This is an optimization exercise on Yosys and OpenROAD, whose aim is small area, not a production implementation. The RTL was checked by simulation tests, not by an equivalence proof against the original design. The clock port is modelled as an ideal driver; clocking choices that lean on that would not hold on a real chip.

## garnet
Design sqrt, start of the top module:
module sqrt(input RESET, PREVIOUS, NEXT,CLK, input [31:0] N , input [31:0] DELTA , output [63:0] m);
    reg        done;
    reg [31:0] s;
    reg [31:0] A;
    reg [31:0] B;
    reg        o;
    reg [31:0] nq;       
    reg        pcn;
    reg        p2n;
    reg        nz;       
    reg [30:0] dh;       
    reg [4:0]  it;       
    reg [31:0] mr;
    assign m = {32'd0, mr};
    wire load   = PREVIOUS & NEXT;
    wire nxt    = NEXT & ~PREVIOUS;
    wire prv    = PREVIOUS & ~NEXT;
    wire active = load | ~done;
    wire [32:0] sum;
    wire [32:1] sk_c;
    genvar g;
    generate
        assign sum[0]  = 1'b0;    
        assign sk_c[1] = A[0] & B[0];
        for (g = 1; g < 32; g = g + 1) begin : add_hl
            sqrt_fa u_fa (.a(A[g]), .b(B[g]), .c(sk_c[g]), .s(sum[g]), .co(sk_c[g+1]));
        end
    endgenerate
    assign sum[32] = sk_c[32];
    wire cy17 = sk_c[17];
    wire [31:0] c   = sum[32:1];
    wire [15:0] x   = c[15:0];
    wire [15:0] xn  = ~x;
    wire pp1;
    wire pp2;
    wire pp3;
    wire pp4;
    wire pp5;
    wire pp6;
    wire pp7;
    wire pp8;
    wire pp9;
    wire pp10;
    wire pp11;
    wire pp12;
    wire pp13;
    wire pp14;
    wire pp15;
    wire pp16;
    wire pp17;
    wire pp18;
    wire pp19;
    wire pp20;
    wire pp21;
    wire pp22;
    wire pp23;
    wire pp24;
    wire pp25;
    wire pp26;
    wire pp27;
    wire pp28;
    wire pp29;
    wire pp30;
    wire pp31;
    wire pp32;
    wire pp33;
    wire pp34;
    wire pp35;
    wire pp36;
    wire pp37;
    wire pp38;
    wire pp39;
    wire pp40;
    wire pp41;
    wire pp42;
    wire pp43;
    wire pp44;
    wire pp45;
    wire pp46;
    wire pp47;
    wire pp48;
    wire pp49;
    wire pp50;
    wire pp51;
    wire pp52;
  ...
Size in the first run: about 200 flip-flops, ~130 I/O pins.
clock: 15.0 ns
lec_check: 0
cap_margin: 20
core_margin: 2
core_utilization: 50
cts_buf_list: sky130_fd_sc_hd__clkbuf_8
cts_cluster_diameter: 60
cts_cluster_size: 16
setup_slack_margin: 0.1
slew_margin: 20
synth_hierarchical: 1
synth_minimum_keep_size: 0
standard.sh (not shown) runs the stock make flow with config.mk's settings and CLKGATE_MAP_FILE= SYNTH_SCRIPT=/design/flow/synth_recipe.tcl, a recipe that flattens the netlist after the stock synthesis.
==> flow/flow/run.sh <==
#!/bin/bash
# Standard ORFS layout with these changes:
#  - synthesis is the standard synthesis (synth_recipe.tcl), except that its
#    final ABC mapping uses flow/abc_area.script (area-oriented, no buffering);
#  - ports are buffered with the smallest buffer;
#  - clock tree synthesis inserts no dummy loads, and afterwards the clock
#    buffers whose flip-flop clock pins see a slow slew are upsized
#    (flow/post_cts.tcl);
#  - the output ports tied low share one tie cell (flow/post_floorplan.tcl).
set -euo pipefail
here=$(pwd)
cat > "$here/synth_abc.tcl" <<EOT
proc abc {args} {
  set i [lsearch -exact \$args -script]
  if {\$i >= 0} { lset args [expr {\$i + 1}] $here/flow/abc_area.script }
  yosys abc {*}\$args
}
source $here/synth_recipe.tcl
EOT
bash standard.sh \
  SYNTH_SCRIPT="$here/synth_abc.tcl" \
  BUFFER_PORTS_ARGS="-buffer_cell sky130_fd_sc_hd__buf_1" \
  CTS_ARGS="-sink_clustering_enable -repair_clock_nets -sink_clustering_size 16 -sink_clustering_max_diameter 60 -buf_list {sky130_fd_sc_hd__clkbuf_8} -dont_use_dummy_load" \
  POST_CTS_TCL="$here/flow/post_cts.tcl" \
  POST_FLOORPLAN_TCL="$here/flow/post_floorplan.tcl" \
  finish > flow_make.log 2>&1
==> flow/flow/abc_area.script <==
&get -n
&st
&dch
&nf
&st
&syn2
&if -g -K 6
&synch2
&nf
&st
&syn2
&if -g -K 6
&synch2
&nf
&st
&dch -f
&nf -a
&put
topo
stime -c
Other scripts of this flow, unchanged in this note and not shown: flow/flow/post_cts.tcl, flow/flow/post_floorplan.tcl
Edits applied to the flow inputs when going from garnet to maple:
# garnet
export LEC_CHECK = 0
export CAP_MARGIN = 20
export CORE_MARGIN = 2
export CORE_UTILIZATION = 50
export CTS_BUF_LIST = sky130_fd_sc_hd__clkbuf_8
export CTS_CLUSTER_DIAMETER = 60
export CTS_CLUSTER_SIZE = 16
export SETUP_SLACK_MARGIN = 0.1
export SLEW_MARGIN = 20
export SYNTH_HIERARCHICAL = 1
export SYNTH_MINIMUM_KEEP_SIZE = 0
create_clock -name core_clock -period 15.0 [get_ports {CLK}]
# maple
export LEC_CHECK = 0
export CAP_MARGIN = 20
export CORE_MARGIN = 2
export CORE_UTILIZATION = 70
export CTS_BUF_LIST = sky130_fd_sc_hd__clkbuf_8
export CTS_CLUSTER_DIAMETER = 60
export CTS_CLUSTER_SIZE = 16
export SETUP_SLACK_MARGIN = 0.1
export SLEW_MARGIN = 20
export SYNTH_HIERARCHICAL = 1
export SYNTH_MINIMUM_KEEP_SIZE = 0
create_clock -name core_clock -period 15.0 [get_ports {CLK}]
==> flow/flow/abc_area.script <==
&get -n
&st
&syn2
&dch -f
&nf -a -R 1000
&st
&syn2
&dch -f
&nf -a -R 1000
&put
topo
stime -c
Notes after the runs:
Of garnet and maple, the run reporting the higher number of non-clock buffers in the layout was garnet. Final critical-path setup slack down 0.014 ns in maple wrt garnet.

========
Another version of the RTL of sqrt (not shown whole).
Size: about 1300 cells after synthesis, roughly 200 flip-flops, about 130 I/O pins, ~0.015 mm^2 of cells after synthesis.
Settings: LEC_CHECK=0, CAP_MARGIN=20, CORE_MARGIN=2, CORE_UTILIZATION=50, CTS_BUF_LIST=sky130_fd_sc_hd__clkbuf_8, CTS_CLUSTER_DIAMETER=60, CTS_CLUSTER_SIZE=16, SETUP_SLACK_MARGIN=0.1, SLEW_MARGIN=20, SYNTH_HIERARCHICAL=1, SYNTH_MINIMUM_KEEP_SIZE=0; clock period 15.0 ns.
==> flow/flow/run.sh <==
#!/bin/bash
# Standard ORFS layout with two changes: ports are buffered with the smallest
# buffer, and clock tree synthesis inserts no dummy loads.
set -euo pipefail
bash standard.sh \
  BUFFER_PORTS_ARGS="-buffer_cell sky130_fd_sc_hd__buf_1" \
  CTS_ARGS="-sink_clustering_enable -repair_clock_nets -sink_clustering_size 16 -sink_clustering_max_diameter 60 -buf_list {sky130_fd_sc_hd__clkbuf_8} -dont_use_dummy_load" \
  finish > flow_make.log 2>&1
Edit:
==> flow/run.sh (new file) <==
#!/bin/bash
# synth_recipe.tcl (not shown) runs the flow's synth.tcl, then flattens the netlist and writes it again
# the make line also repeats each setting of config.mk as NAME=value (left out here)
make -C /OpenROAD-flow-scripts/flow DESIGN_CONFIG=/design/flow/config.mk WORK_HOME=/design/flow/orfs CLKGATE_MAP_FILE= SYNTH_SCRIPT=/design/flow/synth_recipe.tcl finish
removed: flow/flow/run.sh
removed: flow/standard.sh
The changed run finished clean.
Fmax decreases by 2.3%.
Via count increases by 0.46%.
Worst setup slack gets worse by 330 ps.

========
sqrt, a different RTL version from the one above (not shown whole).
For scale: about 1400 cells after synthesis, ~200 flip-flops, roughly 130 I/O pins, about 15000 sq um of cells after synthesis.
make LEC_CHECK=0 CAP_MARGIN=20 CORE_MARGIN=2 CORE_UTILIZATION=50 CTS_BUF_LIST=sky130_fd_sc_hd__clkbuf_8 CTS_CLUSTER_DIAMETER=60 CTS_CLUSTER_SIZE=16 SETUP_SLACK_MARGIN=0.1 SLEW_MARGIN=20 finish   # period 15.0 ns
run.sh (not shown) runs the stock make flow with config.mk's settings and CLKGATE_MAP_FILE= SYNTH_SCRIPT=/design/flow/synth_recipe.tcl, a recipe that flattens the netlist after the stock synthesis.
Stock flow here: none of the scripts above is used.
The starting point finished but failed the layout checks on negative setup slack.
Rerun with:
==> flow/flow/run.sh (new file) <==
#!/bin/bash
# Standard ORFS layout with two changes: ports are buffered with the smallest
# buffer, and clock tree synthesis inserts no dummy loads.
set -euo pipefail
bash standard.sh \
  BUFFER_PORTS_ARGS="-buffer_cell sky130_fd_sc_hd__buf_1" \
  CTS_ARGS="-sink_clustering_enable -repair_clock_nets -sink_clustering_size 16 -sink_clustering_max_diameter 60 -buf_list {sky130_fd_sc_hd__clkbuf_8} -dont_use_dummy_load" \
  finish > flow_make.log 2>&1
==> flow/standard.sh (new file) <==
#!/bin/bash
# synth_recipe.tcl (not shown) runs the flow's synth.tcl, then flattens the netlist and writes it again
# the make line also repeats each setting of config.mk as NAME=value (left out here)
make -C /OpenROAD-flow-scripts/flow DESIGN_CONFIG=/design/flow/config.mk WORK_HOME=/design/flow/orfs CLKGATE_MAP_FILE= SYNTH_SCRIPT=/design/flow/synth_recipe.tcl "${@:-finish}"
removed: flow/run.sh
After rerunning: The changed run produced a layout that fails on negative setup slack; wire length drops by 0.67%; final area drops by 4.3%; fmax drops by 0.54%; synthesized area stays the same; sequential share of layout area climbs by 1.4 points; non-clock buffer count does not change; worst setup slack degrades by 0.084 ns.

========
Another version of the RTL of sqrt (not shown whole).
Size in the first run: about 130 I/O pins, about 14000 µm² of cells after synthesis.
==> flow/config.mk <==
export PLATFORM = sky130hd
export DESIGN_NAME = sqrt
export DESIGN_NICKNAME = sqrt
export VERILOG_FILES = /design/flow/design.v
export SDC_FILE = /design/flow/constraint.sdc
export NUM_CORES = 4
export LEC_CHECK = 0
export CAP_MARGIN = 20
export CORE_MARGIN = 2
export CORE_UTILIZATION = 65
export CTS_BUF_LIST = sky130_fd_sc_hd__clkbuf_8
export CTS_CLUSTER_DIAMETER = 60
export CTS_CLUSTER_SIZE = 16
export GPL_ROUTABILITY_DRIVEN = 0
export GPL_TIMING_DRIVEN = 0
export SETUP_SLACK_MARGIN = 0.1
export SLEW_MARGIN = 20
export SYNTH_HIERARCHICAL = 1
export SYNTH_MINIMUM_KEEP_SIZE = 0
==> flow/constraint.sdc <==
create_clock -name core_clock -period 15.0 [get_ports {CLK}]
set_input_delay 3.0000 -clock core_clock [delete_from_list [all_inputs] [get_ports {CLK}]]
set_output_delay 3.0000 -clock core_clock [all_outputs]
set_load 0.01 [all_outputs]
standard.sh (not shown) runs the stock make flow with config.mk's settings and CLKGATE_MAP_FILE= SYNTH_SCRIPT=/design/flow/synth_recipe.tcl, a recipe that flattens the netlist after the stock synthesis.
==> flow/flow/run.sh <==
#!/bin/bash
# Standard ORFS layout with three changes: ports are buffered with the smallest
# buffer, clock tree synthesis inserts no dummy loads, and after clock tree
# synthesis the clock buffers whose flip-flop clock pins see a slow slew are
# upsized (flow/post_cts.tcl).
set -euo pipefail
here=$(pwd)
bash standard.sh \
  BUFFER_PORTS_ARGS="-buffer_cell sky130_fd_sc_hd__buf_1" \
  CTS_ARGS="-sink_clustering_enable -repair_clock_nets -sink_clustering_size 16 -sink_clustering_max_diameter 60 -buf_list {sky130_fd_sc_hd__clkbuf_8} -dont_use_dummy_load" \
  POST_CTS_TCL="$here/flow/post_cts.tcl" \
  finish > flow_make.log 2>&1
==> flow/flow/post_cts.tcl <==
# Upsize the clock buffers that drive flip-flop clock pins with a slow slew.
estimate_parasitics -placement
foreach pass {1 2 3} {
  set todo {}
  foreach p [get_pins -hierarchical */CLK] {
    if {[get_property $p slew_max] > 0.100} {
      set net [get_nets -of_objects $p]
      foreach d [get_pins -of_objects $net -filter "direction == output"] {
        lappend todo [get_full_name [get_cells -of_objects $d]]
      }
    }
  }
  set n 0
  foreach i [lsort -unique $todo] {
    set ref [get_property [get_cells $i] ref_name]
    set to ""
    if {$ref eq "sky130_fd_sc_hd__clkbuf_4"} { set to sky130_fd_sc_hd__clkbuf_8 }
    if {$ref eq "sky130_fd_sc_hd__clkbuf_8"} { set to sky130_fd_sc_hd__clkbuf_16 }
    if {$to ne ""} { replace_cell [get_cells $i] $to; incr n }
  }
  puts "post_cts pass $pass: upsized $n clock buffers"
  if {$n == 0} { break }
  estimate_parasitics -placement
}
detailed_placement
Next try:
--- a/flow/flow/run.sh
+++ b/flow/flow/run.sh
@@ -1,6 +1,7 @@
 #!/bin/bash
-# Standard ORFS layout with three changes: ports are buffered with the smallest
+# Standard ORFS layout with four changes: ports are buffered with the smallest
 # buffer, clock tree synthesis inserts no dummy loads, and after clock tree
 # synthesis the clock buffers whose flip-flop clock pins see a slow slew are
-# upsized (flow/post_cts.tcl).
+# upsized (flow/post_cts.tcl); the output ports tied low share one tie cell
+# (flow/post_floorplan.tcl).
 set -euo pipefail
@@ -11,2 +12,3 @@
   POST_CTS_TCL="$here/flow/post_cts.tcl" \
+  POST_FLOORPLAN_TCL="$here/flow/post_floorplan.tcl" \
   finish > flow_make.log 2>&1
==> flow/flow/post_floorplan.tcl (new file) <==
# The constant outputs: drive all output ports tied low from one tie cell
# instead of one tie cell per port.
set block [ord::get_db_block]
set keep_net ""
set moved 0
foreach inst [$block getInsts] {
  if {[[$inst getMaster] getName] ne "sky130_fd_sc_hd__conb_1"} { continue }
  set lo [$inst findITerm LO]
  set hi [$inst findITerm HI]
  if {$hi ne "NULL" && [$hi getNet] ne "NULL"} { continue }
  set net [$lo getNet]
  if {$net eq "NULL"} { continue }
  set bterms [$net getBTerms]
  if {[llength $bterms] != 1 || [llength [$net getITerms]] != 1} { continue }
  if {$keep_net eq ""} { set keep_net $net; continue }
  set bt [lindex $bterms 0]
  $bt disconnect
  $bt connect $keep_net
  odb::dbInst_destroy $inst
  odb::dbNet_destroy $net
  incr moved
}
puts "post_floorplan: moved $moved tied-low output ports onto one tie cell"
CORE_UTILIZATION = 50   (was 65)
GPL_ROUTABILITY_DRIVEN = not set   (was 0)
GPL_TIMING_DRIVEN = not set   (was 0)
Effect: Final cell count rises by 0.67%. Count of clock-buffer cells in the layout is unchanged. Flip-flop and latch count does not change. Die area went up by 29%. Core utilization drops by 19 points. Hold slack gains 6.5 ps. Synthesized cell count stays the same. Non-clock buffer count decreases by 90. Cell area goes down by 2.1%. Worst setup slack improves by 460 ps.
Next try:
==> flow/flow/post_floorplan.tcl (replaced) <==
# The constant outputs: drive all output ports tied low from one tie cell
# instead of one tie cell per port. Here each such port is driven by a
# buffer fed by its own tie cell; feed all those buffers from the first tie
# cell (global placement later removes the buffers).
set block [ord::get_db_block]
set keep_net ""
set moved 0
foreach inst [$block getInsts] {
  if {[[$inst getMaster] getName] ne "sky130_fd_sc_hd__conb_1"} { continue }
  set hi [$inst findITerm HI]
  if {$hi ne "NULL" && [$hi getNet] ne "NULL"} { continue }
  set lo [$inst findITerm LO]
  set net [$lo getNet]
  if {$net eq "NULL"} { continue }
  if {[llength [$net getBTerms]] != 0} { continue }
  set its [$net getITerms]
  if {[llength $its] != 2} { continue }
  set load ""
  foreach it $its { if {[$it getInst] ne $inst} { set load $it } }
  if {$load eq ""} { continue }
  set buf [$load getInst]
  if {![string match "sky130_fd_sc_hd__buf_*" [[$buf getMaster] getName]]} { continue }
  set out [$buf findITerm X]
  if {$out eq "NULL" || [$out getNet] eq "NULL"} { continue }
  set onet [$out getNet]
  if {[llength [$onet getBTerms]] != 1 || [llength [$onet getITerms]] != 1} { continue }
  if {$keep_net eq ""} { set keep_net $net; continue }
  $load disconnect
  $load connect $keep_net
  odb::dbInst_destroy $inst
  odb::dbNet_destroy $net
  incr moved
}
puts "post_floorplan: moved $moved tied-low output ports onto one tie cell"
The new run completed without violations; synthesized cell count does not change; worst setup slack improves by 38 ps; via count barely changes; hold slack hardly moves; first-iteration DRC count shrinks by 5.0%; design area shrinks by 0.53%; core utilization shrinks by 0.29 points.
Next try:
==> flow/flow/run.sh (replaced) <==
#!/bin/bash
# Standard ORFS layout with three changes: ports are buffered with the smallest
# buffer, clock tree synthesis inserts no dummy loads, and after clock tree
# synthesis the clock buffers whose flip-flop clock pins see a slow slew are
# upsized (flow/post_cts.tcl).
set -euo pipefail
here=$(pwd)
bash standard.sh \
  BUFFER_PORTS_ARGS="-buffer_cell sky130_fd_sc_hd__buf_1" \
  CTS_ARGS="-sink_clustering_enable -repair_clock_nets -sink_clustering_size 16 -sink_clustering_max_diameter 60 -buf_list {sky130_fd_sc_hd__clkbuf_8} -dont_use_dummy_load" \
  POST_CTS_TCL="$here/flow/post_cts.tcl" \
  finish > flow_make.log 2>&1
removed: flow/flow/post_floorplan.tcl
Result: Design area rose by 0.54%. Clock skew rose by 7.4 ps. Global-route usage rose by 0.20 points.

-- what the ideal ports hide --
How much do the figures lean on ideal ports? The routed layouts below were timed once more, with nothing changed but the port constraints.
Step 1 sets driving cells, clkbuf_16 on the clock port and buf_2 on the other inputs (assumed; they add their load-dependent delay and slew).
Step 2 moves the port delays by t, midway between the first and last clock arrival at a register: inputs arrive t later, outputs are due t later. That takes back most of the time a late clock gives input paths.
a / b / c = ideal / step 1 / step 2; a / b = the first two.
run | shift t [ns] | setup slack, ns | slew at the worst register clock pin (ns)
garnet | 0.523 | 1.153 / 1.179 / 0.656 | 0.10 / 0.10
maple | 0.512 | 1.139 / 1.157 / 0.645 | 0.10 / 0.10
the first run of note 2 | 0.603 | 0.936 / 0.954 / 0.351 | 0.10 / 0.10
the second run of note 2 | 0.611 | 0.605 / 0.624 / 0.013 | 0.10 / 0.10
the first run of note 3 | 0.520 | -0.411 / -0.403 / -0.923 | 0.12 / 0.12
the second run of note 3 | 0.520 | -0.495 / -0.490 / -1.010 | 0.12 / 0.12
the first run of note 4 | 0.517 | 0.446 / 0.471 / -0.046 | 0.10 / 0.10
the second run of note 4 | 0.514 | 0.907 / 0.934 / 0.420 | 0.10 / 0.10
the third run of note 4 | 0.517 | 0.945 / 0.966 / 0.449 | 0.09 / 0.09
the fourth run of note 4 | 0.514 | 0.907 / 0.934 / 0.420 | 0.10 / 0.10
With both steps, setup timing fails in the first run of note 4, where it was met with ideal ports. The setup slack of the second run of note 2, which loses most, moves by +0.019 ns with the drivers and by -0.592 ns with both steps.
